Context: an optimization exercise on an open-source flow, tuned for small area. The choices shown serve that exercise and are no tape-out recipe. In this exercise RTL edits were held to simulation tests only and were not proved equivalent to the original. Power is estimated from default activity; no workload was simulated.

**design.v**
```verilog
`timescale 1ns / 1ps
module cell_sprite(hc, hp, vc, vp, gridline, img_x, img_o, img_c);
input [3:0] hc;
input [6:0] hp;
input [2:0] vc;
input [6:0] vp;
output gridline;
output img_x;
output img_o;
output img_c;
wire in_grid = (hc >= 4'd5) & (hc <= 4'd7) & (vc >= 3'd2) & (vc <= 3'd4);
wire [5:0] a = hp[5:0] ^ {6{hp[6]}};
wire [5:0] b = vp[5:0] ^ {6{vp[6]}};
wire glx = (a[5:1] == 5'b10011) & ~(hc == 4'd5 & hp[6]) & ~(hc == 4'd7 & ~hp[6]);
wire gly = (b[5:1] == 5'b10011) & ~(vc == 3'd2 & vp[6]) & ~(vc == 3'd4 & ~vp[6]);
assign gridline = in_grid & (glx | gly);
wire img_x_, img_o_, img_c_;
cell_images images_(.a(a), .b(b), .img_x(img_x_), .img_o(img_o_), .img_c(img_c_));
assign img_x = in_grid & img_x_;
assign img_o = in_grid & img_o_;
assign img_c = in_grid & img_c_;
endmodule
module cell_images(a, b, img_x, img_o, img_c);
input [5:0] a;
input [5:0] b;
output img_x;
output img_o;
output img_c;
wire [6:0] d = {1'b0, a} - {1'b0, b};
assign img_x = ((d <= 7'd2) | (d >= 7'd126)) & (a <= 6'd25) & (b <= 6'd25) & ~(a == 6'd25 & b == 6'd25);
wire [6:0] s = a + b;
assign img_o = (a <= 6'd17) & (b <= 6'd25) & (s <= 7'd33) & ~((a <= 6'd13) & (b <= 6'd21) & (s <= 7'd28));
assign img_c = ~((a == 6'd33) & (b == 6'd33)) &
	(((b >= 6'd30) & (b <= 6'd33) & (a >= 6'd6) & (a <= 6'd33) & ~(((b == 6'd30) | (b == 6'd33)) & (a == 6'd6))) |
	 ((a >= 6'd30) & (a <= 6'd33) & (b >= 6'd6) & (b <= 6'd33) & ~(((a == 6'd30) | (a == 6'd33)) & (b == 6'd6))));
endmodule
`timescale 1ns / 1ps
module score_sprite(hc, hp, vc, vp, p1wins, p2wins, ties, pix);
input [3:0] hc;
input [6:0] hp;
input [2:0] vc;
input [6:0] vp;
input [7:0] p1wins;
input [7:0] p2wins;
input [7:0] ties;
output pix;
reg sv;             
reg [1:0] band;
reg [2:0] r5;       
always @(*) begin
	sv = 1'b1; band = 2'd0; r5 = 3'd0;
	case (vp[4:0])
	5'd24: begin band = 2'd0; r5 = 3'd0; end
	5'd25: begin band = 2'd0; r5 = 3'd1; end
	5'd26: begin band = 2'd0; r5 = 3'd2; end
	5'd27: begin band = 2'd0; r5 = 3'd3; end
	5'd28: begin band = 2'd0; r5 = 3'd4; end
	5'd30: begin band = 2'd1; r5 = 3'd0; end
	5'd31: begin band = 2'd1; r5 = 3'd1; end
	5'd0:  begin band = 2'd1; r5 = 3'd2; end
	5'd1:  begin band = 2'd1; r5 = 3'd3; end
	5'd2:  begin band = 2'd1; r5 = 3'd4; end
	5'd4:  begin band = 2'd2; r5 = 3'd0; end
	5'd5:  begin band = 2'd2; r5 = 3'd1; end
	5'd6:  begin band = 2'd2; r5 = 3'd2; end
	5'd7:  begin band = 2'd2; r5 = 3'd3; end
	5'd8:  begin band = 2'd2; r5 = 3'd4; end
	default: sv = 1'b0;
	endcase
end
wire in_s = sv & (vc == 3'd2) & vp[6] & (vp[5:0] <= 6'd40) & (hc == 4'd5) & hp[6];
reg [63:0] player, one, two, tword;
always @(*) begin
	case (r5)
	3'd0: player = 64'h0001ba2617000000;
	3'd1: player = 64'h0002894915000000;
	3'd2: player = 64'h0001b88f17000000;
	3'd3: player = 64'h0002888911000000;
	default: player = 64'h0002b88971000000;
	endcase
	case (r5)
	3'd0: one = 64'h0020000000000000;
	3'd1: one = 64'h0030000000000000;
	3'd2: one = 64'h0020000000000000;
	3'd3: one = 64'h0020000000000000;
	default: one = 64'h0070000000000000;
	endcase
	case (r5)
	3'd0: two = 64'h0020000000000000;
	3'd1: two = 64'h0050000000000000;
	3'd2: two = 64'h0040000000000000;
	3'd3: two = 64'h0020000000000000;
	default: two = 64'h0070000000000000;
	endcase
	case (r5)
	3'd0: tword = 64'h0067770000000000;
	3'd1: tword = 64'h0011220000000000;
	3'd2: tword = 64'h0027220000000000;
	3'd3: tword = 64'h0041220000000000;
	default: tword = 64'h0037720000000000;
	endcase
end
wire [5:0] col = hp[5:0];
wire colon = (col == 6'd56) & (r5 == 3'd1 | r5 == 3'd3);
wire stext = colon | (band != 2'd2 & player[col]) | (band == 2'd0 & one[col]) |
             (band == 2'd1 & two[col]) | (band == 2'd2 & tword[col]);
wire [7:0] num = (band == 2'd0) ? p1wins : (band == 2'd1) ? p2wins : ties;
wire [3:0] dcls = (num > 8'd9) ? 4'd10 : num[3:0];
reg [19:0] glyph;   
always @(*)
	case (dcls)
	4'd0: glyph = 20'h85558;
	4'd1: glyph = 20'hd88c8;
	4'd2: glyph = 20'hd8158;
	4'd3: glyph = 20'hc1c1c;
	4'd4: glyph = 20'h11d55;
	4'd5: glyph = 20'hc1c4d;
	4'd6: glyph = 20'h85c49;
	4'd7: glyph = 20'h4481d;
	4'd8: glyph = 20'h85858;
	4'd9: glyph = 20'h11958;
	default: glyph = 20'h00858;
	endcase
wire in_dx = (col >= 6'd58) & (col <= 6'd60);
wire sdig = in_dx & glyph[{r5, col[1:0]}];
assign pix = in_s & (stext | sdig);
endmodule
`timescale 1ns / 1ps
module vga_sync(clk, sys_rst, hc, hp, vc, vp, Hsync, Vsync);
input clk;
input sys_rst;
output reg [3:0] hc;       
output reg [6:0] hp;       
output reg [2:0] vc;       
output reg [6:0] vp;       
output Hsync;
output Vsync;
wire hp_end = (hp == 7'd39);
wire line_end = (hc == 4'd10) & (hp == 7'd15);         
wire frame_end = (vc == 3'd6) & (vp == 7'd9);           
always @(posedge clk)
	if (sys_rst) begin
		hc <= 4'd0;
		hp <= 7'd16;           
		vc <= 3'd0;
		vp <= 7'd97;           
	end else begin
		hp <= hp_end ? 7'd88 : hp + 7'd1;    
		if (line_end) hc <= 4'd0;
		else if (hp_end) hc <= hc + 4'd1;
		if (line_end) begin
			if (frame_end) begin
				vc <= 3'd0;
				vp <= 7'd97;
			end else if (vp == 7'd39) begin
				vc <= vc + 3'd1;
				vp <= 7'd88;
			end else
				vp <= vp + 7'd1;
		end
	end
assign Hsync = (hc >= 4'd2) | ((hc == 4'd1) & ~hp[6] & hp[5]);
assign Vsync = (vc != 3'd0) | ~vp[6] | (vp[5:0] >= 6'd35);
endmodule
`timescale 1ns / 1ps
module display(clk, sys_rst, cur, gx, go, mode, p1wins, p2wins, ties,
	vgaRed, vgaGreen, vgaBlue, Hsync, Vsync);
input clk;
input sys_rst;
input [8:0] cur;
input [8:0] gx;
input [8:0] go;
input mode;
input [7:0] p1wins;
input [7:0] p2wins;
input [7:0] ties;
output [2:0] vgaRed;
output [2:0] vgaGreen;
output [1:0] vgaBlue;
output Hsync;
output Vsync;
wire [3:0] hc;
wire [6:0] hp;
wire [2:0] vc;
wire [6:0] vp;
vga_sync vga_(.clk(clk), .sys_rst(sys_rst), .hc(hc), .hp(hp), .vc(vc), .vp(vp), .Hsync(Hsync), .Vsync(Vsync));
wire gridline, img_x, img_o, img_c, spic;
cell_sprite cells_(.hc(hc), .hp(hp), .vc(vc), .vp(vp), .gridline(gridline), .img_x(img_x), .img_o(img_o), .img_c(img_c));
score_sprite score_(.hc(hc), .hp(hp), .vc(vc), .vp(vp), .p1wins(p1wins), .p2wins(p2wins), .ties(ties), .pix(spic));
reg gpix;           
reg spix;           
reg hx, ho;         
reg hc_img;         
reg [1:0] hcol;     
reg [1:0] hrow;
reg cw, cb;         
reg [1:0] p1, p2, p3;
wire [2:0] hcs = {hcol == 2'd3, hcol == 2'd2, hcol == 2'd1};
wire [2:0] hrs = {hrow == 2'd0, hrow == 2'd3, hrow == 2'd2};
wire [8:0] hsel = {hrs[2] & hcs[2], hrs[2] & hcs[1], hrs[2] & hcs[0],
                   hrs[1] & hcs[2], hrs[1] & hcs[1], hrs[1] & hcs[0],
                   hrs[0] & hcs[2], hrs[0] & hcs[1], hrs[0] & hcs[0]};
wire selx = |(gx & hsel);
wire selo = |(go & hsel);
wire selc = |(cur & hsel);
always @(posedge clk) begin
	hx <= img_x;
	ho <= img_o;
	if (sys_rst) begin
		gpix <= 1'b0;
		spix <= 1'b1;
		hc_img <= 1'b0;
		cw <= 1'b0;
		cb <= 1'b0;
		p1 <= 2'b00;
		p2 <= 2'b00;
		p3 <= 2'b00;
	end else begin
		if (!mode) begin
			gpix <= gridline;
			hc_img <= img_c;
			hcol <= hc[1:0];
			hrow <= vc[1:0];
		end else
			spix <= spic;
		cw <= (selx & hx) | (selo & ho);
		cb <= (selx & hx) | (selo & ho) | (selc & hc_img);
		p1 <= mode ? {spix, spix} : {gpix | cw, gpix | cb};
		p2 <= p1;
		p3 <= p2;
	end
end
assign vgaRed = {3{p3[1]}};
assign vgaGreen = {3{p3[1]}};
assign vgaBlue = {2{p3[0]}};
endmodule
`timescale 1ns / 1ps
module cursor_logic(clk, sys_rst, Xdata, Ydata, cur);
input clk;
input sys_rst;
input [9:0] Xdata;
input [9:0] Ydata;
output [8:0] cur;    
reg [1:0] cx;
reg [1:0] cy;
reg pend, axis_y, dec;
wire xl = Xdata < 10'd200;
wire xh = Xdata > 10'd800;
wire yl = Ydata < 10'd200;
wire yh = Ydata > 10'd800;
wire neutral = ~(xl | xh | yl | yh | (Xdata == 10'd200) | (Xdata == 10'd800) | (Ydata == 10'd200) | (Ydata == 10'd800));
always @(posedge clk)
	if (sys_rst) begin
		cx <= 2'd1;
		cy <= 2'd1;
		pend <= 1'b0;
	end else if (!pend) begin
		pend <= xl | xh | yl | yh;
		axis_y <= yl | yh;
		dec <= (yl | yh) ? yh : xh;
	end else if (neutral) begin
		pend <= 1'b0;
		if (!axis_y) begin
			if (!dec && cx != 2'd2) cx <= cx + 2'd1;
			if (dec && cx != 2'd0) cx <= cx - 2'd1;
		end else begin
			if (!dec && cy != 2'd2) cy <= cy + 2'd1;
			if (dec && cy != 2'd0) cy <= cy - 2'd1;
		end
	end
wire [2:0] colh = {cx == 2'd2, cx == 2'd1, cx == 2'd0};
wire [2:0] rowh = {cy == 2'd2, cy == 2'd1, cy == 2'd0};
assign cur = {rowh[2] & colh[2], rowh[2] & colh[1], rowh[2] & colh[0],
              rowh[1] & colh[2], rowh[1] & colh[1], rowh[1] & colh[0],
              rowh[0] & colh[2], rowh[0] & colh[1], rowh[0] & colh[0]};
endmodule
`timescale 1ns / 1ps
module game(clk, sys_rst, cur, set, clr, gx, go, p1wins, p2wins, ties, mode);
input clk;
input sys_rst;
input [8:0] cur;
input set;
input clr;
output reg [8:0] gx;
output reg [8:0] go;
output [7:0] p1wins;
output [7:0] p2wins;
output [7:0] ties;
output reg mode;      
reg turn;
function line3;
	input [8:0] g;
	line3 = (g[0] & g[1] & g[2]) | (g[3] & g[4] & g[5]) | (g[6] & g[7] & g[8]) |
	        (g[0] & g[3] & g[6]) | (g[1] & g[4] & g[7]) | (g[2] & g[5] & g[8]) |
	        (g[0] & g[4] & g[8]) | (g[6] & g[4] & g[2]);
endfunction
wire xwin = line3(gx);
wire owin = line3(go);
wire full = &(gx | go);
wire place = set & ~mode & ~|((gx | go) & cur);
wire done;
always @(posedge clk) begin
	if (sys_rst) begin
		gx <= 0;
		go <= 0;
		mode <= 1'b0;
		turn <= 1'b0;
	end else if (!mode) begin
		if (place) turn <= ~turn;
		if (xwin | owin | full) begin
			gx <= 0;
			go <= 0;
			mode <= 1'b1;
		end else begin
			gx <= (clr ? 9'd0 : gx) | ((place & ~turn) ? cur : 9'd0);
			go <= (clr ? 9'd0 : go) | ((place & turn) ? cur : 9'd0);
		end
	end else begin
		if (clr || done) mode <= 1'b0;
	end
end
score_count c1_(.clk(clk), .sys_rst(sys_rst), .inc(~mode & xwin), .n(p1wins));
score_count c2_(.clk(clk), .sys_rst(sys_rst), .inc(~mode & owin), .n(p2wins));
score_count c3_(.clk(clk), .sys_rst(sys_rst), .inc(~mode & ~xwin & ~owin & full), .n(ties));
hold_timer t_(.clk(clk), .run(mode), .done(done));
endmodule
module score_count(clk, sys_rst, inc, n);
input clk;
input sys_rst;
input inc;
output reg [7:0] n;
always @(posedge clk)
	if (sys_rst) n <= 8'd0;
	else if (inc) n <= n + 8'd1;
endmodule
module hold_timer(clk, run, done);
input clk;
input run;
output done;
reg [19:0] hold;
always @(posedge clk)
	if (!run) hold <= 20'd0;
	else hold <= {hold[18:0], ~(hold[19] ^ hold[16])};
assign done = (hold == 20'h7fe00);
endmodule
`timescale 1ns / 1ps
module top(
clk, rst, Xdata, Ydata, btn1, btn2,
vgaRed, vgaGreen, vgaBlue, Hsync, Vsync
    );
input clk;
input rst;
output [2:0] vgaRed;
output [2:0] vgaGreen;
output [2:1] vgaBlue;
output Hsync;
output Vsync;
input [9:0] Xdata;
input [9:0] Ydata;
input btn1;
input btn2;
wire [8:0] cur;
wire [8:0] gx;
wire [8:0] go;
wire [7:0] p1wins;
wire [7:0] p2wins;
wire [7:0] ties;
wire mode;
cursor_logic cursor_(.clk(clk), .sys_rst(rst), .Xdata(Xdata), .Ydata(Ydata), .cur(cur));
game game_(.clk(clk), .sys_rst(rst), .cur(cur), .set(btn1), .clr(btn2), .gx(gx), .go(go),
	.p1wins(p1wins), .p2wins(p2wins), .ties(ties), .mode(mode));
display display_(.clk(clk), .sys_rst(rst), .cur(cur), .gx(gx), .go(go), .mode(mode),
	.p1wins(p1wins), .p2wins(p2wins), .ties(ties),
	.vgaRed(vgaRed), .vgaGreen(vgaGreen), .vgaBlue(vgaBlue), .Hsync(Hsync), .Vsync(Vsync));
endmodule
```
**flow/run.sh**
```bash
#!/bin/bash
# Layout flow: the standard flow (standard.sh) with these changes:
#  - synthesis: Yosys's abc pass maps the logic with an area-oriented ABC
#    script (area.abc, beside this file) in place of ORFS's speed script, and
#    adders are left to ABC (ADDER_MAP_FILE empty) instead of being mapped to
#    half/full-adder cells first.  The synthesis steps and register names are
#    standard.sh's (synth_recipe.tcl, sourced unchanged).
#  - clock tree: smaller clock buffers, larger sink clusters, no dummy loads.
#  - port buffers: every input and output port still gets its own buffer,
#    the library's smallest (buf_1).
# Floorplan, power grid, placement, routing and the final DEF are standard.sh's.
set -euo pipefail
cd "$(dirname "$0")/.."
W=$(pwd)

# The synthesis script: synth_recipe.tcl, with the abc command given area.abc.
{
	cat <<EOT
proc abc {args} {
  set i [lsearch -exact \$args -script]
  if {\$i >= 0} { set args [lreplace \$args [expr {\$i + 1}] [expr {\$i + 1}] {$W/flow/area.abc}] }
  yosys abc {*}\$args
}
EOT
	cat "$W/synth_recipe.tcl"
} > "$W/area_synth.tcl"

CTS="-sink_clustering_enable -repair_clock_nets -dont_use_dummy_load -sink_clustering_size 16 -sink_clustering_max_diameter 60 -buf_list {sky130_fd_sc_hd__clkbuf_4 sky130_fd_sc_hd__clkbuf_8}"
sed -e "s#SYNTH_SCRIPT=[^ ']*#SYNTH_SCRIPT=$W/area_synth.tcl#" \
    -e "s#CLKGATE_MAP_FILE= #CLKGATE_MAP_FILE= ADDER_MAP_FILE= 'CTS_ARGS=$CTS' 'BUFFER_PORTS_ARGS=-buffer_cell sky130_fd_sc_hd__buf_1' #" \
    "$W/standard.sh" > "$W/area_standard.sh"
grep -q "SYNTH_SCRIPT=$W/area_synth.tcl" "$W/area_standard.sh"
grep -q "ADDER_MAP_FILE= 'CTS_ARGS=" "$W/area_standard.sh"

bash "$W/area_standard.sh" finish > "$W/flow_make.log" 2>&1
test -s "$W/out/final.def"
```
**flow/area.abc**
```
strash
&get -n
&deepsyn -T 20
&put
dch -f
amap
topo
```
**standard.sh**
```bash
#!/bin/bash
# synth_recipe.tcl (not shown) runs the flow's synth.tcl, then flattens the netlist and writes it again
# the make line also repeats each setting of config.mk as NAME=value (left out here)
make -C /OpenROAD-flow-scripts/flow DESIGN_CONFIG=/design/flow/config.mk WORK_HOME=/design/flow/orfs CLKGATE_MAP_FILE= SYNTH_SCRIPT=/design/flow/synth_recipe.tcl "${@:-finish}"
```
**config.mk**
```make
export PLATFORM = sky130hd
export DESIGN_NAME = top
export DESIGN_NICKNAME = top
export VERILOG_FILES = /design/flow/design.v
export SDC_FILE = /design/flow/constraint.sdc
export NUM_CORES = 4
export LEC_CHECK = 0
export CAP_MARGIN = 20
export CORE_MARGIN = 2
export CORE_UTILIZATION = 40
export SLEW_MARGIN = 20
export SYNTH_HIERARCHICAL = 1
export SYNTH_MEMORY_MAX_BITS = 1048576
export SYNTH_MINIMUM_KEEP_SIZE = 0
```
**constraint.sdc**
```tcl
create_clock -name core_clock -period 10.0 [get_ports {clk}]
set_input_delay 2.0000 -clock core_clock [delete_from_list [all_inputs] [get_ports {clk}]]
set_output_delay 2.0000 -clock core_clock [all_outputs]
set_load 0.01 [all_outputs]
```
==> metrics.md, run 1 <==
| Metric | Value |
|---|---|
| Startpoint type of the worst setup path | `flop` |
| I/O pin cnt | `34` |
| Antenna-violating nets left | `0` |
| Cell Pwr Density | `118 nW/um2` |
| Compound-gate portion of the synthesized area | `23.0%` |
| Mapped cell area | `5670 um2` |
| Initial Util | `40.8%` |
| Critical Path RT | `10.26 ns` |
| Htree depth | `3` |
| Num CTS Buffers | `9` |
| Crit path DAT | `5.06 ns` |
| Clk latency of the worst-skew pair | `0.39 ns` |
| Post-CTS Setup Inserts | `0` |
| First-pass GRT wire length | `24200 um` |
| RSZ-0062 raised after global routing | `false` |
| CTS Hold Bufs | `0` |
| Synth Area in Adders | `0%` |
| Rows | `43` |
| Die W | `123 um` |
| CTS clk-pin slew, worst paths | `0.10 ns` |
| Worst setup path class | `flop to flop` |
| Cell with the most instances after synthesis | `nor2_1` |
| Most common flop cell mapped by yosys | `dfxtp_1` |
| Total global-route track usage | `19.9%` |
| Area share of and/or/nand/nor cells after synthesis | `29.9%` |
| Setup TNS | `0 ns` |
| Worst VDD drop | `59.8 uV` |
| Clk sink count | `109` |
| Post-Synthesis Net Count | `789` |
| Proportion of layout cells with a drive suffix above 1 | `1.37%` |
| Setup-failing EPs final | `0` |
| Yosys reg bits | `109` |
| Final WS setup | `5.20 ns` |
| Final RePlAce weighted congestion | `0.943` |
| Slowest-stage cell, CP | `dfxtp_1` |
| Sequential fraction of the synthesis area | `39.6%` |
| Clock buffer depth | `2` |
| Overflow after GRT | `0` |
| Port bufs | `33` |
| Synth Instances | `765` |
| Root Driver | `clkbuf_8` |
| Largest net degree at the start of global routing | `54` |
| Power, Total | `720 uW` |
| DR iter-0 viols | `594` |
| WP buf/inv | `2` |
| Outcome | `no timing/DRC/antenna violations` |
| Asr flop ratio synth | `0%` |
| Worst-margin pin slew | `0.848 ns` |
| Vias | `5619` |
| Mux cell area share after synthesis | `0%` |
| Die height | `123 um` |
| Synth cell types | `50` |
| FMAX | `208 MHz` |
| Slew headroom | `43.5%` |
| Hold Slack | `0.413 ns` |
| Post-DP HPWL | `10900 um` |
| Drt drc | `0` |
| Vias per inst | `5.72` |
| Post-route clock period utilization | `48.0%` |
| Initial antenna violation count | `0` |
| Final worst path period need | `4.80 ns` |
| Area of the die | `15100 um2` |
| Family with the most delay on the worst path | `simple AND/OR/NAND/NOR gates` |
| Worst-path maximum fanout | `11` |
| Drt pass-1 iters | `6` |
| CTS tree | `built` |
| Setup Skew | `0.0224 ns` |
| Layout Nets | `828` |
| Total wire length | `14500 um` |
| CORE AREA | `13900 um2` |
| Slew Viols, Final | `0` |
| Synthesized area per cell | `7.41 um2` |
| Synth-to-layout area growth | `7.71%` |
| Largest area contributor in the netlist | `dfxtp_1` |
| Number of flops mapped to enable cells by yosys | `6` |
| HP Class | `flop to flop` |
| Combinational family with the most area after synthesis | `simple AND/OR/NAND/NOR gates` |
| Lkg Pwr | `2.00 nW` |
| Max cap viols | `0` |
| XOR/XNOR share of the synthesized area | `0%` |
| Top cell type's share of synthesized area | `36.4%` |
| ANT cells | `0` |
| Ranking of synthesized cells by area | `dfxtp_1, nor2_1, clkinv_1` |
| Vias in the first global route | `5085` |
| Cell Chain, Critical Path | `nor2_1 > a31oi_1 > clkinv_1 > nor2_1 > a222oi_1 > nand2_1 > nor2_1 > nor2_1 > nor3_1 > a311oi_1 > clkinv_1 > nor3_1 > and2_0 > o311a_1 > o21a_1 > a211oi_1 > or4_1 > o2111a_1 > a221o_1` |
| Worst path most repeated cell | `nor2_1` |
| Final hold violations | `0` |
| # resized after CTS | `0` |
| Worst path max stage delay | `0.52 ns` |
| DR WL/cell | `14.8 um` |
| Crit path capture type | `flop` |
| Synth warnings | `13` |
| Dpl ws | `5.33 ns` |
| Post-synth top cells | `nor2_1, dfxtp_1, clkinv_1, nor3_1, nand2_1` |
logic make-up (layout without fill, tap and decap cells):
| group | after synthesis | after routing |
|---|---|---|
| simple gates | 362 | 362 |
| compound gates | 187 | 187 |
| flops | 109 | 109 |
| buf+inv | 107 | 144 |
area by class of cell:
| class | instances | area [um2] |
|---|---|---|
| multi-input cells | 549 | 3000 |
| flip-flops and latches | 109 | 2240 |
| well taps | 180 | 225 |
| inverters | 101 | 379 |
| clock buffers | 9 | 124 |
| repair buffers | 34 | 133 |
| fillers | 1431 | 7780 |
sequential cells by signal (all words and copies together) (netlist names), 3 cells and up:
| signal | flops |
|---|---|
| display_.vga_.hc | 4 |
| game_.c1_.n | 8 |
| display_.vga_.vp | 7 |
| display_.vga_.vc | 3 |
| game_.c3_.n | 8 |
| game_.t_.hold | 20 |
| game_.gx | 9 |
| game_.go | 9 |
| display_.vga_.hp | 7 |
| game_.c2_.n | 8 |
layout by cell type, fill, tap and decap left out, types with 9 or more instances in the layout:
master | synthesis | routed
and2_0 | 9 | 9
buf_1 | 0 | 32
a222oi_1 | 10 | 10
clkbuf_8 | 0 | 9
and3_1 | 18 | 18
nor2b_1 | 23 | 23
nand2_1 | 35 | 35
o21ai_0 | 27 | 27
clkinv_1 | 101 | 101
a21oi_1 | 31 | 31
a22oi_1 | 11 | 11
nor2_1 | 170 | 170
nand4_1 | 9 | 9
o22ai_1 | 31 | 31
nor4_1 | 14 | 14
dfxtp_1 | 103 | 103
a211oi_1 | 16 | 16
nor3_1 | 54 | 54
per-module statistics from Yosys (local to each module, per instance), excerpt:
module	cell area, um2	times used	flip-flops and latches	cells
score_count	277	3	8	31
score_sprite	723	1	0	132
cell_sprite	210	1	0	41
cell_images	375	1	0	76
cursor_logic	492	1	7	74
game	883	1	20	113
hold_timer	591	1	20	59
vga_sync	842	1	21	105
display	719	1	17	72
power breakdown:
part           internal [mW]  total (mW)  switching, mW
clock                 0.0813       0.217          0.136
sequential             0.443       0.450        0.00722
combinational         0.0177      0.0528         0.0351
routing by layer:
metal | part of all wire, % | track usage [%] | up-vias | routed length [um]
li1 | - | - | 2833 | -
met1 | 47 | 26.8 | 2587 | 6830
met2 | 45 | 31.1 | 166 | 6590
met3 | 5.6 | 4.80 | 33 | 812
met4 | 1.9 | 6.89 | 0 | 278
met5 | 0 | 0 | - | 0
worst register-to-register path: cells and delay by family (launching register included):
kind	cells	cell delay [ns]
AOI/OAI and AO/OA	8	1.83
DFF	1	0.52
buffers and inverters	2	0.39
and+or+nand+nor	9	1.98
final timing paths:
path / start / to / slack, ns / cells past startpoint
worst max register to register: display_.vga_.vp[2] / display_.spix / 5.20 / 19
worst min register to register: game_.t_.hold[8] / game_.t_.hold[9] / 0.41 / 2
worst max-delay path: display_.vga_.vp[2] / display_.spix / 5.20 / 19
worst min-delay path: game_.t_.hold[8] / game_.t_.hold[9] / 0.41 / 2
through the flow:
| step | cells | area (um2) | utilization, % |
|---|---|---|---|
| floorplan | 765 | 5670 | - |
| global placement | 973 | 5980 | 43.1 |
| detailed placement | 973 | 5980 | 43.1 |
| CTS | 982 | 6100 | 44.0 |
| global route | 982 | 6100 | 44.0 |
| finish | 982 | 6100 | 44.0 |
==> inputs of run 2 (changes only) <==
--- a/design.v
+++ b/design.v
@@ -16,4 +16,9 @@
 assign gridline = in_grid & (glx | gly);
-wire img_x_, img_o_, img_c_;
-cell_images images_(.a(a), .b(b), .img_x(img_x_), .img_o(img_o_), .img_c(img_c_));
+wire [6:0] d = {1'b0, a} + 7'd2 - {1'b0, b};
+wire img_x_ = (d <= 7'd4) & (a <= 6'd25) & (b <= 6'd25) & ~(a == 6'd25 & b == 6'd25);
+wire [6:0] s = a + b;
+wire img_o_ = (a <= 6'd17) & (b <= 6'd25) & (s <= 7'd33) & ~((a <= 6'd13) & (b <= 6'd21) & (s <= 7'd28));
+wire img_c_ = ~((a == 6'd33) & (b == 6'd33)) &
+	(((b >= 6'd30) & (b <= 6'd33) & (a >= 6'd6) & (a <= 6'd33) & ~(((b == 6'd30) | (b == 6'd33)) & (a == 6'd6))) |
+	 ((a >= 6'd30) & (a <= 6'd33) & (b >= 6'd6) & (b <= 6'd33) & ~(((a == 6'd30) | (a == 6'd33)) & (b == 6'd6))));
 assign img_x = in_grid & img_x_;
==> metrics.md, run 2 <==
| Metric | Value |
|---|---|
| Die height | `123 um (-0.37%)` |
| Critical Path RT | `10.24 ns (-0.02 ns)` |
| RSZ-0062 raised after global routing | `false` |
| Top cell type's share of synthesized area | `36.7% (+0.28 points)` |
| Worst VDD drop | `60.3 uV (+0.83%)` |
| Num CTS Buffers | `9 (unchanged)` |
| Worst setup path class | `flop to flop` |
| Reg2reg setup slack | `4.95 ns (-0.25 ns)` |
| # resized after CTS | `0 (unchanged)` |
| Slew Viols, Final | `0 (unchanged)` |
| Number of flops mapped to enable cells by yosys | `6 (unchanged)` |
| FMAX | `198 MHz (-4.9%)` |
| Layout fillers | `1381 (-3.5%)` |
| Post-route clock period utilization | `50.5% (+2.5 points)` |
| Antenna-violating nets left | `0 (unchanged)` |
| Hold Slack | `0.426 ns (+0.0129 ns)` |
| Final worst path period need | `5.05 ns (+0.246 ns)` |
| Final hold violations | `0 (unchanged)` |
| Root Driver | `clkbuf_8` |
| Synth warnings | `13 (unchanged)` |
| Cell Pwr Density | `118 nW/um2 (+0.45%)` |
| Die W | `123 um (-0.37%)` |
| Setup-failing EPs final | `0 (unchanged)` |
| R2R cell count | `19 (unchanged)` |
| Layout Nets | `815 (-1.6%)` |
| First-pass GRT wire length | `24000 um (-0.83%)` |
| Outcome | `no timing/DRC/antenna violations` |
| Vias | `5619 (unchanged)` |
| Largest net degree at the start of global routing | `54 (unchanged)` |
| Max cap viols | `0 (unchanged)` |
| Synth cell types | `50 (unchanged)` |
| Post-CTS Setup Inserts | `0 (unchanged)` |
| Htree depth | `3 (unchanged)` |
| Power, Total | `718 uW (-0.27%)` |
| RR Startpoint | `display_.vga_.vp[2]` |
| Crit path DAT | `5.29 ns (+0.23 ns)` |
| Cell Chain, Critical Path | `nor2_1 > a31oi_1 > clkinv_1 > nor2_1 > a222oi_1 > nand2_1 > nor2_1 > nor2_1 > nor3_1 > a311oi_1 > clkinv_1 > nor3_1 > and2_0 > o311a_1 > o21a_1 > a211oi_1 > or4_1 > o2111a_1 > a221o_1` |
| Setup TNS | `0 ns (unchanged)` |
| Most common flop cell mapped by yosys | `dfxtp_1` |
| CTS Hold Bufs | `0 (unchanged)` |
| Worst path max stage delay | `0.59 ns (+0.07 ns)` |
| Initial antenna violation count | `0 (unchanged)` |
| Top flop regs | `game_.t_.hold (20), game_.go (9), game_.gx (9)` |
| Startpoint type of the worst setup path | `flop` |
| Initial Util | `40.7% (-0.16 points)` |
| Rows | `43 (unchanged)` |
| Family with the most delay on the worst path | `compound AO/OA/AOI/OAI gates` |
| Clk sink count | `109 (unchanged)` |
| Clock buffer depth | `2 (unchanged)` |
| WHS Path Cells | `1 (-1)` |
| Vias in the first global route | `5107 (+0.43%)` |
| Post-synth top cells | `nor2_1, dfxtp_1, clkinv_1, nor3_1, nand2_1` |
| CORE AREA | `13800 um2 (-0.39%)` |
| DR WL/cell | `14.7 um (-0.65%)` |
| Drt drc | `0 (unchanged)` |
| Proportion of layout cells with a drive suffix above 1 | `1.39% (+0.023 points)` |
| Synthesized area per cell | `7.48 um2 (+0.94%)` |
| Vias per inst | `5.80 (+1.3%)` |
| Max FFs per register | `20 (unchanged)` |
| DR iter-0 viols | `530 (-11%)` |
| Port bufs | `33 (unchanged)` |
| Final RePlAce weighted congestion | `0.942 (-0.12%)` |
| Worst-path maximum fanout | `14 (+3)` |
| Drt pass-1 iters | `6 (unchanged)` |
| Most frequent cells in the layout | `nor2_1, dfxtp_1, clkinv_1` |
| I/O pin cnt | `34 (unchanged)` |
| Slowest-stage cell, CP | `dfxtp_1` |
| Ranking of synthesized cells by area | `dfxtp_1, nor2_1, clkinv_1` |
| CTS tree | `built` |
| HP Class | `flop to flop` |
| Post-Synthesis Net Count | `776 (-1.6%)` |
| CTS clk-pin slew, worst paths | `0.11 ns (about the same)` |
| Overflow after GRT | `0 (unchanged)` |
| Worst path most repeated cell | `nor2_1` |
| Synth-to-layout area growth | `7.77% (about the same)` |
| Total global-route track usage | `20.0% (+0.11 points)` |
| Post-Route Utilization | `43.8% (-0.15 points)` |
| Sequential fraction of the synthesis area | `39.9% (+0.31 points)` |
| Cell with the most instances after synthesis | `nor2_1` |
| WP buf/inv | `2 (unchanged)` |
| Mapped cell area | `5620 um2 (-0.77%)` |
| Worst-margin pin slew | `0.838 ns (-0.00919 ns)` |
| Largest register by flop count | `game_.t_.hold` |
| Reg2reg end | `display_.spix` |
| Commonest non-fill, non-tap cell in the layout | `nor2_1` |
| Post-DP HPWL | `10700 um (-1.8%)` |
| Asr flop ratio synth | `0% (unchanged)` |
| Setup Skew | `0.0297 ns (+0.00734 ns)` |
| Clk latency of the worst-skew pair | `0.38 ns (about the same)` |
| Area of the die | `15000 um2 (-0.75%)` |
| Yosys reg bits | `109 (unchanged)` |
| ANT cells | `0 (unchanged)` |
| Hold EP | `display_.p2[0]` |
| Total wire length | `14200 um (-2.0%)` |
| Lkg Pwr | `2.00 nW (-0.10%)` |
| Largest area contributor in the netlist | `dfxtp_1` |
| Crit path capture type | `flop` |
| Slew headroom | `44.1% (+0.61 points)` |
| Hold_sp | `display_.p1[0]` |
| Synth Instances | `752 (-1.7%)` |
==> run 2: final cells by class <==
type / count / area [um2] / share of cell area, %
inverter: 100 / 375 / 6.20
timing repair buffer: 34 / 133 / 2.19
clock buffer: 9 / 124 / 2.04
sequential: 109 / 2240 / 37.0
tap: 180 / 225 / 3.72
multi-input combinational: 537 / 2960 / 48.8
==> run 2: kinds of logic after synthesis <==
kind of cell / after synthesis / synth area share, %
AOI/OAI and AO/OA: 188 / 23.7
buffers and inverters: 106 / 7.48
DFF: 109 / 39.9
and+or+nand+nor: 349 / 29.0
==> run 2: how the worst max path moves through the flow <==
stage,to,startpoint,cells past startpoint
2_1_floorplan,display_.spix,display_.vga_.vp[2],19
6_report,display_.spix,display_.vga_.vp[2],19
5_1_grt,display_.spix,display_.vga_.vp[2],20
3_5_place_dp,display_.spix,display_.vga_.vp[2],19
4_1_cts,display_.spix,display_.vga_.vp[2],19
3_3_place_gp,display_.spix,display_.vga_.vp[2],19
==> run 2: power by group <==
group | switching (mW) | internal [mW] | total, mW
clock | 0.134 | 0.0812 | 0.215
sequential | 0.00768 | 0.443 | 0.450
combinational | 0.0343 | 0.0183 | 0.0526
==> run 2: per-stage QoR <==
stage / instance area, um2 / instances / worst slack (ns)
2_1_floorplan: 5620 / 752 / 5.95
3_3_place_gp: 5930 / 960 / 5.49
3_5_place_dp: 5930 / 960 / 5.13
4_1_cts: 6060 / 969 / 5.10
5_1_grt: 6060 / 969 / 4.58
6_report: 6060 / 969 / 4.95
==> run 2: metal layers <==
metal / up-vias / share of wire [%] / global-route usage (%) / wire (um)
li1: 2804 / - / - / -
met4: 0 / 1.4 / 5.03 / 193
met5: - / 0 / 0 / 0
met3: 20 / 5.5 / 4.51 / 776
met2: 164 / 46 / 32.5 / 6590
met1: 2631 / 47 / 26.8 / 6670
==> run 2: Yosys stat by module, one instance, submodules excluded, excerpt <==
module / area (um2) / times used / cells inside / flip-flops and latches
hold_timer: 591 / 1 / 59 / 20
cursor_logic: 492 / 1 / 74 / 7
cell_sprite: 542 / 1 / 104 / 0
score_count: 277 / 3 / 31 / 8
score_sprite: 723 / 1 / 132 / 0
display: 719 / 1 / 72 / 17
game: 883 / 1 / 113 / 20
==> inputs of run 3 (changes only) <==
--- a/design.v
+++ b/design.v
@@ -230,4 +230,4 @@
 			spix <= spic;
-		cw <= (selx & hx) | (selo & ho);
-		cb <= (selx & hx) | (selo & ho) | (selc & hc_img);
+		cw <= ~mode & ((selx & hx) | (selo & ho));
+		cb <= (~mode & ((selx & hx) | (selo & ho))) | (selc & hc_img);
 		p1 <= mode ? {spix, spix} : {gpix | cw, gpix | cb};
@@ -295,2 +295,3 @@
 reg turn;
+reg [1:0] th;         
 function line3;
@@ -305,3 +306,4 @@
 wire place = set & ~mode & ~|((gx | go) & cur);
-wire done;
+wire [19:0] timer = {th, go, gx};
+wire done = (timer == 20'h7fe00);
 always @(posedge clk) begin
@@ -310,2 +312,3 @@
 		go <= 0;
+		th <= 0;
 		mode <= 1'b0;
@@ -313,2 +316,3 @@
 	end else if (!mode) begin
+		th <= 2'd0;
 		if (place) turn <= ~turn;
@@ -323,3 +327,8 @@
 	end else begin
-		if (clr || done) mode <= 1'b0;
+		if (clr || done) begin
+			mode <= 1'b0;
+			gx <= 0;
+			go <= 0;
+		end else
+			{th, go, gx} <= {timer[18:0], ~(timer[19] ^ timer[16])};
 	end
@@ -329,3 +338,2 @@
 score_count c3_(.clk(clk), .sys_rst(sys_rst), .inc(~mode & ~xwin & ~owin & full), .n(ties));
-hold_timer t_(.clk(clk), .run(mode), .done(done));
 endmodule
@@ -340,12 +348,2 @@
 endmodule
-module hold_timer(clk, run, done);
-input clk;
-input run;
-output done;
-reg [19:0] hold;
-always @(posedge clk)
-	if (!run) hold <= 20'd0;
-	else hold <= {hold[18:0], ~(hold[19] ^ hold[16])};
-assign done = (hold == 20'h7fe00);
-endmodule
 `timescale 1ns / 1ps
==> metrics.md, run 3 <==
| Metric | Value |
|---|---|
| Outcome | `no timing/DRC/antenna violations` |
| Power, Total | `646 uW (-10%)` |
| Reg2reg setup slack | `5.15 ns (+0.20 ns)` |
| Largest net degree at the start of global routing | `51 (-5.6%)` |
| Initial Util | `41.3% (+0.68 points)` |
| Htree depth | `3 (unchanged)` |
| HP Class | `flop to flop` |
| CTS clk-pin slew, worst paths | `0.08 ns (-0.03 ns)` |
| Crit path capture type | `flop` |
| Root Driver | `clkbuf_8` |
| Finished Layout Cells | `935 (-3.5%)` |
| Commonest non-fill, non-tap cell in the layout | `nor2_1` |
| WP buf/inv | `2 (unchanged)` |
| Area of the multi-input gates | `2990 um2 (+0.93%)` |
| Largest area contributor in the netlist | `dfxtp_1` |
| Slowest-stage cell, CP | `dfxtp_1` |
| First-pass GRT wire length | `24300 um (+1.3%)` |
| Most frequent cells in the layout | `nor2_1, clkinv_1, dfxtp_1` |
| Slew headroom | `38.6% (-5.5 points)` |
| Final hold violations | `0 (unchanged)` |
| FMAX | `206 MHz (+4.1%)` |
| Startpoint type of the worst setup path | `flop` |
| Num CTS Buffers | `9 (unchanged)` |
| Synth warnings | `12 (-1)` |
| Max cap viols | `0 (unchanged)` |
| Final RePlAce weighted congestion | `0.908 (-3.6%)` |
| Drt drc | `0 (unchanged)` |
| Antenna-violating nets left | `0 (unchanged)` |
| RSZ-0062 raised after global routing | `false` |
| Setup TNS | `0 ns (unchanged)` |
| DP Area | `5580 um2 (-6.0%)` |
| Cell Pwr Density | `113 nW/um2 (-4.3%)` |
| Area of the die | `14100 um2 (-6.2%)` |
| Post-route clock period utilization | `48.5% (-2.0 points)` |
| CTS Hold Bufs | `0 (unchanged)` |
| Vias | `5576 (-0.77%)` |
| Synth cell types | `52 (+4.0%)` |
| Setup-failing EPs final | `0 (unchanged)` |
| Register area | `1880 um2 (-16%)` |
| Final worst path period need | `4.85 ns (-0.198 ns)` |
| Worst-margin pin slew | `0.922 ns (+0.0831 ns)` |
| I/O pin cnt | `34 (unchanged)` |
| Die height | `119 um (-3.2%)` |
| Worst setup path class | `flop to flop` |
| Dpl ws | `5.29 ns (+0.162 ns)` |
| Clk latency of the worst-skew pair | `0.38 ns (about the same)` |
| Top cell type's share of synthesized area | `32.4% (-4.3 points)` |
| Placed cells | `926 (-3.5%)` |
| Synth-to-layout area growth | `8.40%` |
| Proportion of layout cells with a drive suffix above 1 | `1.70% (+0.31 points)` |
| Total global-route track usage | `21.0% (+1.1 points)` |
| # resized after CTS | `0 (unchanged)` |
| Worst-path maximum fanout | `14 (unchanged)` |
| Layout fillers | `1325 (-4.1%)` |
| Die W | `119 um (-3.2%)` |
| Overflow after GRT | `0 (unchanged)` |
| Synth Instances | `725 (-3.6%)` |
| Cell with the most instances after synthesis | `nor2_1` |
| Worst path max stage delay | `0.59 ns (about the same)` |
| Crit path DAT | `5.10 ns (-0.19 ns)` |
| Synthesized area per cell | `7.25 um2 (-3.0%)` |
| Asr flop ratio synth | `0% (unchanged)` |
| Drt pass-1 iters | `8 (+2)` |
| ANT cells | `0 (unchanged)` |
| Clock buffer depth | `2 (unchanged)` |
| Initial antenna violation count | `0 (unchanged)` |
| Yosys reg bits | `91 (-17%)` |
| Setup Skew | `0.0260 ns (-0.00376 ns)` |
| Critical Path RT | `10.26 ns (+0.02 ns)` |
| Post-Synthesis Net Count | `749 (-3.5%)` |
| Design area | `5700 um2 (-5.9%)` |
| Vias per inst | `5.96 (+2.8%)` |
| Worst path most repeated cell | `nor2_1` |
| Rows | `41 (-4.7%)` |
| Final WS setup | `5.15 ns (+0.198 ns)` |
| Slew Viols, Final | `0 (unchanged)` |
| Post-CTS Setup Inserts | `0 (unchanged)` |
| Sequential fraction of the synthesis area | `35.8% (-4.1 points)` |
| Ranking of synthesized cells by area | `dfxtp_1, nor2_1, clkinv_1` |
| Cell Chain, Critical Path | `nor2_1 > a31oi_1 > clkinv_1 > nor2_1 > a222oi_1 > nand2_1 > nor2_1 > nor2_1 > nor3_1 > a311oi_1 > clkinv_1 > nor3_1 > a2111o_1 > o311ai_0 > nand2_1 > o21a_1 > a211oi_1 > or4_1 > o2111a_1 > o22a_1` |
| Family with the most delay on the worst path | `compound AO/OA/AOI/OAI gates` |
| Lkg Pwr | `1.85 nW (-7.2%)` |
| Worst VDD drop | `79.9 uV (+33%)` |
| Total wire length | `14900 um (+4.9%)` |
| Vias in the first global route | `5165 (+1.1%)` |
| Mapped cell area | `5260 um2 (-6.5%)` |
| Most common flop cell mapped by yosys | `dfxtp_1` |
| Post-DP HPWL | `11300 um (+6.1%)` |
| CORE AREA | `12700 um2 (-8.0%)` |
| Clk sink count | `91 (-17%)` |
| Number of flops mapped to enable cells by yosys | `6 (unchanged)` |
| DR iter-0 viols | `645 (+22%)` |
| DR WL/cell | `16.0 um (+8.7%)` |
| Layout Nets | `789 (-3.2%)` |
| Post-synth top cells | `nor2_1, clkinv_1, dfxtp_1, nor3_1, nand2_1` |
| CTS tree | `built` |
| Port bufs | `33 (unchanged)` |
| Top flop regs | `game_.go (9), game_.gx (9)` |
-- run 3: cell types whose count changed in the layout (fill, tap and decap cells not counted), moves of 3 or more --
cell,previous run,this run
o221ai_1,4,9
o22a_1,8,20
nand4_1,10,7
o22ai_1,38,21
nor2_1,160,143
o21ai_0,27,40
nor2b_1,21,10
nand3_1,6,9
nor3_1,51,57
or3_1,7,3
nand2_1,40,45
dfxtp_1,103,85
clkinv_1,100,94
-- run 3: layout make-up --
class / count / area share (%)
Multi-Input combinational cell: 534 / 52.4
Sequential cell: 91 / 33.0
Inverter: 94 / 6.19
Tap cell: 172 / 3.78
Timing Repair Buffer: 35 / 2.46
Clock buffer: 9 / 2.17
-- run 3: worst register-to-register path, delay by kind of cell, from the launching register on --
family,cells,cell delay [ns]
simple gates,9,1.85
buf+inv,2,0.43
flops,1,0.59
compound gates,9,1.88
-- run 3: path summary, 6_finish.rpt --
check,cells past startpoint,start,endpoint
worst max-delay path,20,display_.vga_.vp[2],display_.spix
worst min-delay path,1,display_.p1[1],display_.p2[1]
worst max register to register,20,display_.vga_.vp[2],display_.spix
worst min register to register,1,display_.p1[1],display_.p2[1]
-- run 3: kinds of logic (layout without fill, tap and decap cells) --
kind of cell    after synthesis  after routing  synth area share (%)
compound gates              203            203                  27.5
buf+inv                     100            138                  7.57
flops                        91             91                  35.8
simple gates                331            331                  29.1
-- run 3: per-layer routing --
layer | vias up | global-route usage, % | share of wire [%]
met1 | 2593 | 25.9 | 43
met2 | 192 | 34.6 | 47
li1 | 2751 | - | -
met3 | 40 | 5.60 | 6.3
met5 | - | 0 | 0
met4 | 0 | 8.78 | 3.0
-- run 3: report_power, final --
part,switching [mW],internal (mW),total [mW]
combinational,0.0395,0.0203,0.0598
sequential,0.0101,0.373,0.383
clock,0.122,0.0809,0.203
total,0.172,0.474,0.646
-- run 3: per-stage QoR --
step / hold WS [ns] / util (%)
2_1_floorplan: 0.414 / -
3_3_place_gp: 0.422 / 43.8
3_5_place_dp: 0.432 / 43.8
4_1_cts: 0.456 / 44.8
5_1_grt: 0.459 / 44.8
6_report: 0.445 / 44.8
-- run 3: per-module statistics from Yosys, one instance, submodules excluded, a selection --
module	cells inside	times used	flops+latches	area, um2
display	70	1	17	718
score_count	31	3	8	277
cursor_logic	74	1	7	492
vga_sync	105	1	21	842
cell_sprite	104	1	0	542
score_sprite	132	1	0	723
game	147	1	22	1110
==> inputs of run 4 (changes only) <==
--- a/design.v
+++ b/design.v
@@ -312,3 +312,2 @@
 		go <= 0;
-		th <= 0;
 		mode <= 1'b0;
==> flow/area.abc (replaced) <==
strash
&get -n
&deepsyn -T 20
&put
dch -f
amap
mfs3 -ae
topo
==> metrics.md, run 4 <==
| Metric | Value |
|---|---|
| Outcome | `no timing/DRC/antenna violations` |
| Setup TNS | `0 ns (unchanged)` |
| Initial antenna violation count | `0 (unchanged)` |
| Most frequent cells in the layout | `nor2_1, dfxtp_1, clkinv_1` |
| Drt pass-1 iters | `5 (-3)` |
| Clock buffer depth | `2 (unchanged)` |
| Initial Util | `41.3% (-0.080 points)` |
| Layout Nets | `782 (-0.89%)` |
| Asr flop ratio synth | `0% (unchanged)` |
| Top flop regs | `game_.go (9), game_.gx (9)` |
| Worst-margin pin slew | `0.881 ns (-0.0406 ns)` |
| XOR/XNOR share of the synthesized area | `0% (unchanged)` |
| CTS Hold Bufs | `0 (unchanged)` |
| First-pass GRT wire length | `24300 um (unchanged)` |
| Proportion of layout cells with a drive suffix above 1 | `1.59% (-0.12 points)` |
| Clk sink count | `91 (unchanged)` |
| Final RePlAce weighted congestion | `0.995 (+9.6%)` |
| Slowest-stage cell, CP | `dfxtp_1` |
| Final hold violations | `0 (unchanged)` |
| Vias | `5407 (-3.0%)` |
| Worst-path maximum fanout | `15 (+1)` |
| Mapped cell area | `5230 um2 (-0.59%)` |
| WP buf/inv | `3 (+1)` |
| CTS tree | `built` |
| Post-Synthesis Net Count | `742 (-0.93%)` |
| Top sig layer | `met4` |
| Startpoint type of the worst setup path | `flop` |
| I/O pin cnt | `34 (unchanged)` |
| Combinational family with the most area after synthesis | `simple AND/OR/NAND/NOR gates` |
| Synth Area in Adders | `0% (unchanged)` |
| Crit path DAT | `5.15 ns (+0.05 ns)` |
| ANT cells | `0 (unchanged)` |
| Synthesized area per cell | `7.28 um2 (+0.37%)` |
| DR iter-0 viols | `522 (-19%)` |
| Max cap viols | `0 (unchanged)` |
| Family with the most delay on the worst path | `simple AND/OR/NAND/NOR gates` |
| Cell with the most instances after synthesis | `nor2_1` |
| Synth Instances | `718 (-0.97%)` |
| DP Area | `5540 um2 (-0.70%)` |
| Design area | `5660 um2 (-0.68%)` |
| Post-Route Utilization | `44.7% (-0.12 points)` |
| Overflow after GRT | `0 (unchanged)` |
| Synth warnings | `12 (unchanged)` |
| Post-CTS Setup Inserts | `0 (unchanged)` |
| Num CTS Buffers | `9 (unchanged)` |
| Port bufs | `33 (unchanged)` |
| Post-DP HPWL | `10800 um (-4.5%)` |
| Area share of and/or/nand/nor cells after synthesis | `30.2% (+1.1 points)` |
| Largest net degree at the start of global routing | `53 (+3.9%)` |
| FMAX | `204 MHz (-0.89%)` |
| Commonest non-fill, non-tap cell in the layout | `nor2_1` |
| Met2 wire length | `6570 um (-6.8%)` |
| Setup-failing EPs final | `0 (unchanged)` |
| Vias in the first global route | `4956 (-4.0%)` |
| CORE AREA | `12700 um2 (-0.40%)` |
| Hold Slack | `0.451 ns (+0.00615 ns)` |
| Slew Viols, Final | `0 (unchanged)` |
| Area of the die | `14000 um2 (-0.57%)` |
| Power, Total | `632 uW (-2.2%)` |
| Worst setup path class | `flop to flop` |
| Final worst path period need | `4.89 ns (+0.0435 ns)` |
| Cell Pwr Density | `112 nW/um2 (-1.5%)` |
| Post-synth top cells | `nor2_1, dfxtp_1, clkinv_1, nand2_1, nor3_1` |
| Setup Skew | `0.0303 ns (+0.00429 ns)` |
| HP Class | `flop to flop` |
| Worst VDD drop | `50.2 uV (-37%)` |
| DR WL/cell | `15.3 um (-3.8%)` |
| Largest area contributor in the netlist | `dfxtp_1` |
| Most common flop cell mapped by yosys | `dfxtp_1` |
| Mux cell area share after synthesis | `0% (unchanged)` |
| Total global-route track usage | `21.0% (-0.056 points)` |
| Number of flops mapped to enable cells by yosys | `8 (+2)` |
| Htree depth | `3 (unchanged)` |
| Drt drc | `0 (unchanged)` |
| Die height | `118 um (-0.29%)` |
| Met3 Wirelength | `787 um (-16%)` |
| Post-route clock period utilization | `48.9% (+0.43 points)` |
| Ranking of synthesized cells by area | `dfxtp_1, nor2_1, clkinv_1` |
| Compound-gate portion of the synthesized area | `27.0% (-0.55 points)` |
| Synth-to-layout area growth | `8.31% (about the same)` |
| Slew headroom | `41.1% (+2.5 points)` |
| Lkg Pwr | `1.88 nW (+1.6%)` |
| CTS clk-pin slew, worst paths | `0.10 ns (+0.02 ns)` |
| Cell Chain, Critical Path | `nor2_1 > a31oi_1 > clkinv_1 > nor2_1 > clkinv_1 > o22a_1 > o21ai_0 > nor2b_1 > clkinv_1 > nor2_1 > nor3_1 > a21oi_1 > nand2_1 > nor2_1 > a2111o_1 > o311ai_0 > nand2_1 > o21a_1 > a211oi_1 > or4_1 > o2111a_1 > o22a_1` |
| Top cell type's share of synthesized area | `31.8% (-0.57 points)` |
| Worst path most repeated cell | `nor2_1` |
| Critical Path RT | `10.26 ns (about the same)` |
| Crit path capture type | `flop` |
| Total wire length | `14200 um (-4.6%)` |
| Synth cell types | `49 (-5.8%)` |
| Clk latency of the worst-skew pair | `0.37 ns (about the same)` |
| Die W | `118 um (-0.29%)` |
| Vias per inst | `5.83 (-2.3%)` |
| Antenna-violating nets left | `0 (unchanged)` |
| Worst path max stage delay | `0.62 ns (+0.03 ns)` |
| Yosys reg bits | `91 (unchanged)` |
| Met1 wire length | `6640 um (+2.4%)` |
| Root Driver | `clkbuf_8` |
| # resized after CTS | `0 (unchanged)` |
| RSZ-0062 raised after global routing | `false` |
| Rows | `41 (unchanged)` |
| Sequential fraction of the synthesis area | `36.4% (+0.60 points)` |
run 4: cell count changes in the layout (fill, tap and decap cells not counted), sizes merged, moves of 7 or more:
cell / delta
a21oi: +10
clkinv: -16
nand2: +8
nor3: -7
o22a: -14
run 4: power breakdown:
part | internal [mW] | total [mW] | switching (mW)
sequential | 0.373 | 0.381 | 0.00853
clock | 0.0808 | 0.197 | 0.116
combinational | 0.0187 | 0.0538 | 0.0351
total | 0.472 | 0.632 | 0.160
run 4: through the flow:
step                setup slack (ns)  instances
floorplan                       6.00        718
CTS                             5.14        928
global route                    4.58        928
finish                          5.11        928
global placement                5.50        919
detailed placement              5.15        919
run 4: per-module statistics from Yosys, one instance, submodules excluded, excerpt:
module	cells	flip-flops and latches
cell_sprite	103	0
score_count	31	8
vga_sync	103	21
display	70	17
score_sprite	131	0
cursor_logic	71	7
game	147	22
run 4: worst reg2reg max path, delay by kind of cell (launching register included):
kind / cells / cell delay (ns)
flops: 1 / 0.62
compound gates: 10 / 1.62
simple gates: 9 / 1.89
buf+inv: 3 / 0.66
run 4: layer usage:
layer  GRT usage, %  vias to the layer above
li1               -                     2716
met1           28.3                     2497
met2           34.3                      174
met3           2.90                       20
met4           7.08                        0
met5              0                        -
run 4: kinds of logic after synthesis:
logic type	after synthesis
buffers and inverters	84
flip-flops	91
AND/OR/NAND/NOR	342
AO/OA/AOI/OAI	201
run 4: cell type report:
class	count	area (um2)
flip-flops and latches	91	1900
repair buffers	35	140
multi-input cells	543	2990
fillers	1294	7010
inverters	78	293
clock buffers	9	124
well taps	172	215
run 4: worst paths after layout:
check	from	end	slack [ns]	cells after the start
worst max register to register	display_.vga_.vp[2]	display_.spix	5.11	22
worst min-delay path	display_.p2[0]	display_.p3[0]	0.45	1
worst min register to register	display_.p2[0]	display_.p3[0]	0.45	1
worst max-delay path	display_.vga_.vp[2]	display_.spix	5.11	22
==> inputs of run 5 (changes only) <==
--- a/design.v
+++ b/design.v
@@ -27,16 +27,2 @@
 endmodule
-module cell_images(a, b, img_x, img_o, img_c);
-input [5:0] a;
-input [5:0] b;
-output img_x;
-output img_o;
-output img_c;
-wire [6:0] d = {1'b0, a} - {1'b0, b};
-assign img_x = ((d <= 7'd2) | (d >= 7'd126)) & (a <= 6'd25) & (b <= 6'd25) & ~(a == 6'd25 & b == 6'd25);
-wire [6:0] s = a + b;
-assign img_o = (a <= 6'd17) & (b <= 6'd25) & (s <= 7'd33) & ~((a <= 6'd13) & (b <= 6'd21) & (s <= 7'd28));
-assign img_c = ~((a == 6'd33) & (b == 6'd33)) &
-	(((b >= 6'd30) & (b <= 6'd33) & (a >= 6'd6) & (a <= 6'd33) & ~(((b == 6'd30) | (b == 6'd33)) & (a == 6'd6))) |
-	 ((a >= 6'd30) & (a <= 6'd33) & (b >= 6'd6) & (b <= 6'd33) & ~(((a == 6'd30) | (a == 6'd33)) & (b == 6'd6))));
-endmodule
 `timescale 1ns / 1ps
@@ -170,3 +156,3 @@
 `timescale 1ns / 1ps
-module display(clk, sys_rst, cur, gx, go, mode, p1wins, p2wins, ties,
+module display(clk, sys_rst, cur, gx, go, mode, ending, p1wins, p2wins, ties, th,
 	vgaRed, vgaGreen, vgaBlue, Hsync, Vsync);
@@ -178,2 +164,4 @@
 input mode;
+input ending;
+output [1:0] th;
 input [7:0] p1wins;
@@ -201,2 +189,3 @@
 reg cw, cb;         
+assign th = {ho, hx};
 reg [1:0] p1, p2, p3;
@@ -211,4 +200,4 @@
 always @(posedge clk) begin
-	hx <= img_x;
-	ho <= img_o;
+	hx <= mode ? go[8] : img_x & ~ending;
+	ho <= mode ? hx : img_o & ~ending;
 	if (sys_rst) begin
@@ -282,3 +271,3 @@
 `timescale 1ns / 1ps
-module game(clk, sys_rst, cur, set, clr, gx, go, p1wins, p2wins, ties, mode);
+module game(clk, sys_rst, cur, set, clr, gx, go, p1wins, p2wins, ties, mode, ending, th);
 input clk;
@@ -295,3 +284,4 @@
 reg turn;
-reg [1:0] th;         
+input [1:0] th;       
+output ending;        
 function line3;
@@ -307,2 +297,3 @@
 wire [19:0] timer = {th, go, gx};
+assign ending = ~mode & (xwin | owin | full);
 wire done = (timer == 20'h7fe00);
@@ -315,3 +306,2 @@
 	end else if (!mode) begin
-		th <= 2'd0;
 		if (place) turn <= ~turn;
@@ -331,3 +321,3 @@
 		end else
-			{th, go, gx} <= {timer[18:0], ~(timer[19] ^ timer[16])};
+			{go, gx} <= {timer[16:0], ~(timer[19] ^ timer[16])};
 	end
@@ -370,6 +360,8 @@
 wire mode;
+wire ending;
+wire [1:0] th;
 cursor_logic cursor_(.clk(clk), .sys_rst(rst), .Xdata(Xdata), .Ydata(Ydata), .cur(cur));
 game game_(.clk(clk), .sys_rst(rst), .cur(cur), .set(btn1), .clr(btn2), .gx(gx), .go(go),
-	.p1wins(p1wins), .p2wins(p2wins), .ties(ties), .mode(mode));
-display display_(.clk(clk), .sys_rst(rst), .cur(cur), .gx(gx), .go(go), .mode(mode),
+	.p1wins(p1wins), .p2wins(p2wins), .ties(ties), .mode(mode), .ending(ending), .th(th));
+display display_(.clk(clk), .sys_rst(rst), .cur(cur), .gx(gx), .go(go), .mode(mode), .ending(ending), .th(th),
 	.p1wins(p1wins), .p2wins(p2wins), .ties(ties),
==> metrics.md, run 5 <==
| Metric | Value |
|---|---|
| Initial Util | `41.0% (-0.24 points)` |
| Reg2reg end | `display_.spix` |
| Internal | `462 uW (-2.1%)` |
| Top flop regs | `game_.go (9), game_.gx (9)` |
| # resized after CTS | `0 (unchanged)` |
| Synth-to-layout area growth | `8.39% (about the same)` |
| Mapped cell area | `5180 um2 (-0.98%)` |
| Crit path DAT | `5.16 ns (about the same)` |
| DR WL/cell | `15.3 um (about the same)` |
| Worst-margin pin slew | `0.996 ns (+0.115 ns)` |
| Clk latency of the worst-skew pair | `0.37 ns (about the same)` |
| Setup TNS | `0 ns (unchanged)` |
| Synth cell types | `50 (+2.0%)` |
| Drt drc | `0 (unchanged)` |
| Worst path most repeated cell | `nor2_1` |
| Clock power share | `31.4% (+0.2 points)` |
| Cell Chain, Critical Path | `nor2_1 > a31oi_1 > clkinv_1 > nor2_1 > clkinv_1 > o22a_1 > o21ai_0 > nor2b_1 > clkinv_1 > nor2_1 > nor3_1 > a21oi_1 > nand2_1 > nor2_1 > and2_0 > o311a_1 > o21a_1 > a211oi_1 > or4_1 > o2111a_1 > o32a_1` |
| Final RePlAce weighted congestion | `0.986 (-0.84%)` |
| Sequential power share | `60.0% (-0.3 points)` |
| Switching Power | `157 uW (-2.0%)` |
| Layout Nets | `760 (-2.8%)` |
| Vias per inst | `5.90 (+1.3%)` |
| Area of the die | `13900 um2 (-0.95%)` |
| Proportion of layout cells with a drive suffix above 1 | `1.91% (+0.32 points)` |
| Root Driver | `clkbuf_8` |
| Hold_sp | `display_.cb` |
| Antenna-violating nets left | `0 (unchanged)` |
| ANT cells | `0 (unchanged)` |
| Max cap viols | `0 (unchanged)` |
| Most frequent cells in the layout | `nor2_1, clkinv_1, dfxtp_1` |
| Synth warnings | `12 (unchanged)` |
| Top cell type's share of synthesized area | `32.1% (+0.32 points)` |
| DR iter-0 viols | `722 (+38%)` |
| I/O pin cnt | `34 (unchanged)` |
| Worst VDD drop | `83.6 uV (+67%)` |
| Clk sink count | `89 (-2.2%)` |
| Largest area contributor in the netlist | `dfxtp_1` |
| Slew headroom | `33.5% (-7.6 points)` |
| R2R cell count | `21 (-4.5%)` |
| Final hold violations | `0 (unchanged)` |
| Post-Synthesis Net Count | `722 (-2.7%)` |
| Port bufs | `33 (unchanged)` |
| CTS tree | `built` |
| CTS Hold Bufs | `0 (unchanged)` |
| WHS Path Cells | `2 (+1)` |
| Total wire length | `13900 um (-2.4%)` |
| Die W | `118 um (-0.48%)` |
| DP Area | `5480 um2 (-1.1%)` |
| CTS clk-pin slew, worst paths | `0.08 ns (-0.02 ns)` |
| Cell Pwr Density | `110 nW/um2 (-1.2%)` |
| Commonest non-fill, non-tap cell in the layout | `nor2_1` |
| Worst path max stage delay | `0.60 ns (-0.02 ns)` |
| Yosys reg bits | `89 (-2.2%)` |
| Hold EP | `display_.p1[0]` |
| Clock buffer depth | `2 (unchanged)` |
| Post-DP HPWL | `10400 um (-4.3%)` |
| Startpoint type of the worst setup path | `flop` |
| Outcome | `no timing/DRC/antenna violations` |
| Design area | `5610 um2 (-0.91%)` |
| Finished Layout Cells | `906 (-2.4%)` |
| Setup Skew | `0.0171 ns (-0.0132 ns)` |
| Post-route clock period utilization | `49.1% (+0.16 points)` |
| RSZ-0062 raised after global routing | `false` |
| Placed cells | `897 (-2.4%)` |
| Comb pwr share | `8.6% (about the same)` |
| Slew Viols, Final | `0 (unchanged)` |
| Sequential fraction of the synthesis area | `35.6% (-0.80 points)` |
| Asr flop ratio synth | `0% (unchanged)` |
| Power, Total | `619 uW (-2.1%)` |
| Htree depth | `3 (unchanged)` |
| First-pass GRT wire length | `23200 um (-4.4%)` |
| Num CTS Buffers | `9 (unchanged)` |
| Number of flops mapped to enable cells by yosys | `6 (-2)` |
| Cell with the most instances after synthesis | `nor2_1` |
| Setup-failing EPs final | `0 (unchanged)` |
| Worst setup path class | `flop to flop` |
| Synth Instances | `698 (-2.8%)` |
| Largest net degree at the start of global routing | `53 (unchanged)` |
| Final worst path period need | `4.91 ns (+0.0161 ns)` |
| Die height | `118 um (-0.48%)` |
| Synthesized area per cell | `7.42 um2 (+1.9%)` |
| Initial antenna violation count | `0 (unchanged)` |
| CORE AREA | `12600 um2 (-0.40%)` |
| RR Startpoint | `display_.vga_.vp[2]` |
| Slowest-stage cell, CP | `dfxtp_1` |
| Reg2reg setup slack | `5.09 ns (-0.02 ns)` |
| HP Class | `flop to flop` |
| Rows | `41 (unchanged)` |
| FMAX | `204 MHz (-0.33%)` |
| Overflow after GRT | `0 (unchanged)` |
| Vias | `5345 (-1.1%)` |
| Most common flop cell mapped by yosys | `dfxtp_1` |
| Post-synth top cells | `nor2_1, clkinv_1, dfxtp_1, nor3_1, nand2_1` |
| Post-CTS Setup Inserts | `0 (unchanged)` |
| Lkg Pwr | `1.90 nW (+1.1%)` |
| Drt pass-1 iters | `8 (+3)` |
| Ranking of synthesized cells by area | `dfxtp_1, nor2_1, a222oi_1` |
| Sw frac | `25.3% (about the same)` |
| Critical Path RT | `10.25 ns (about the same)` |
| Total global-route track usage | `20.3% (-0.68 points)` |
| Crit path capture type | `flop` |
| Worst-path maximum fanout | `15 (unchanged)` |
| Vias in the first global route | `4783 (-3.5%)` |
## run 5: cell types whose count changed after synthesis, moves of 8 or more
cell / change
o21ai_0: -8
clkinv_1: +9
nand2_1: -11
a222oi_1: +22
a21oi_1: -8
nor2_1: -8
## run 5: worst max-delay path by stage
stage	start	to	slack [ns]	cells after the start
final	display_.vga_.vp[2]	display_.spix	5.09	21
after global routing	display_.vga_.vp[2]	display_.spix	4.55	21
after CTS	display_.vga_.vp[2]	display_.spix	5.17	21
after detailed placement	display_.vga_.vp[2]	display_.spix	5.18	21
after global placement	display_.vga_.vp[2]	display_.spix	5.41	21
after floorplan	display_.vga_.vp[2]	display_.spix	5.92	21
## run 5: area by class of cell
cell class                 instances  area, um2
fill                            1319       7010
multi-input combinational        514       2960
sequential                        89       1840
inverter                          87        327
tap                              172        215
timing repair buffer              35        140
clock buffer                       9        124
## run 5: critical path: cells and delay by family (launching register included)
| family | cells | cell delay [ns] |
|---|---|---|
| buffers and inverters | 3 | 0.68 |
| DFF | 1 | 0.60 |
| and+or+nand+nor | 9 | 1.89 |
| AOI/OAI and AO/OA | 9 | 1.63 |
## run 5: metrics by stage
stage	hold WS, ns	utilization [%]	setup slack, ns
after global placement	0.417	43.4	5.41
after global routing	0.466	44.5	4.55
after floorplan	0.414	-	5.92
after CTS	0.439	44.4	5.17
after detailed placement	0.423	43.4	5.18
final	0.432	44.5	5.09
## run 5: power groups by stage
stage / sequential [mW] / clock (mW) / combinational (mW)
6_report: 0.372 / 0.194 / 0.0531
5_1_grt: 0.373 / 0.214 / 0.0598
2_1_floorplan: 0.377 / 0 / 0.0352
4_1_cts: 0.371 / 0.202 / 0.0526
3_5_place_dp: 0.380 / 0 / 0.0522
3_3_place_gp: 0.379 / 0 / 0.0514
## run 5: cell families (layout without fill, tap and decap cells)
kind of cell | after synthesis | in the layout | synth area share, %
compound gates | 192 | 192 | 27.8
simple gates | 322 | 322 | 29.1
flops | 89 | 89 | 35.6
buf+inv | 95 | 131 | 7.47
## run 5: per-layer routing
metal / track usage, % / vias to the layer above / routed length [um]
met3: 4.41 / 21 / 976
li1: - / 2667 / -
met5: 0 / - / 0
met2: 31.8 / 195 / 6310
met1: 27.9 / 2462 / 6430
met4: 6.17 / 0 / 182
## run 5: modules after synthesis, one instance, submodules excluded, a selection
module / cells / times used / flops+latches / area (um2)
cell_sprite: 103 / 1 / 0 / 537
cursor_logic: 71 / 1 / 7 / 498
display: 78 / 1 / 17 / 771
game: 119 / 1 / 20 / 993
score_sprite: 131 / 1 / 0 / 711
vga_sync: 103 / 1 / 21 / 837

re-timing with driven ports:
No port has a modelled driver above. Below, the same layouts with a new extraction and two added sets of constraints. Step 1 assumes that a clkbuf_16 drives the clock port and a buf_2 every other input. Step 2 moves the port delays by t, midway between the first and last clock arrival at a register: inputs arrive t later, outputs are due t later. That takes back most of the time a late clock gives input paths. Slacks: ideal / step 1 / step 2; pairs: ideal / step 1.
run | t, ns | setup slack, ns | slew at the worst register clock pin (ns)
run 1 | 0.406 | 5.199 / 5.199 / 5.199 | 0.11 / 0.11
run 2 | 0.406 | 4.953 / 4.953 / 4.953 | 0.11 / 0.11
run 3 | 0.400 | 5.152 / 5.152 / 5.152 | 0.10 / 0.10
run 4 | 0.395 | 5.108 / 5.108 / 5.108 | 0.10 / 0.10
run 5 | 0.398 | 5.092 / 5.092 / 5.092 | 0.08 / 0.08
After both steps every run listed still meets setup and hold.
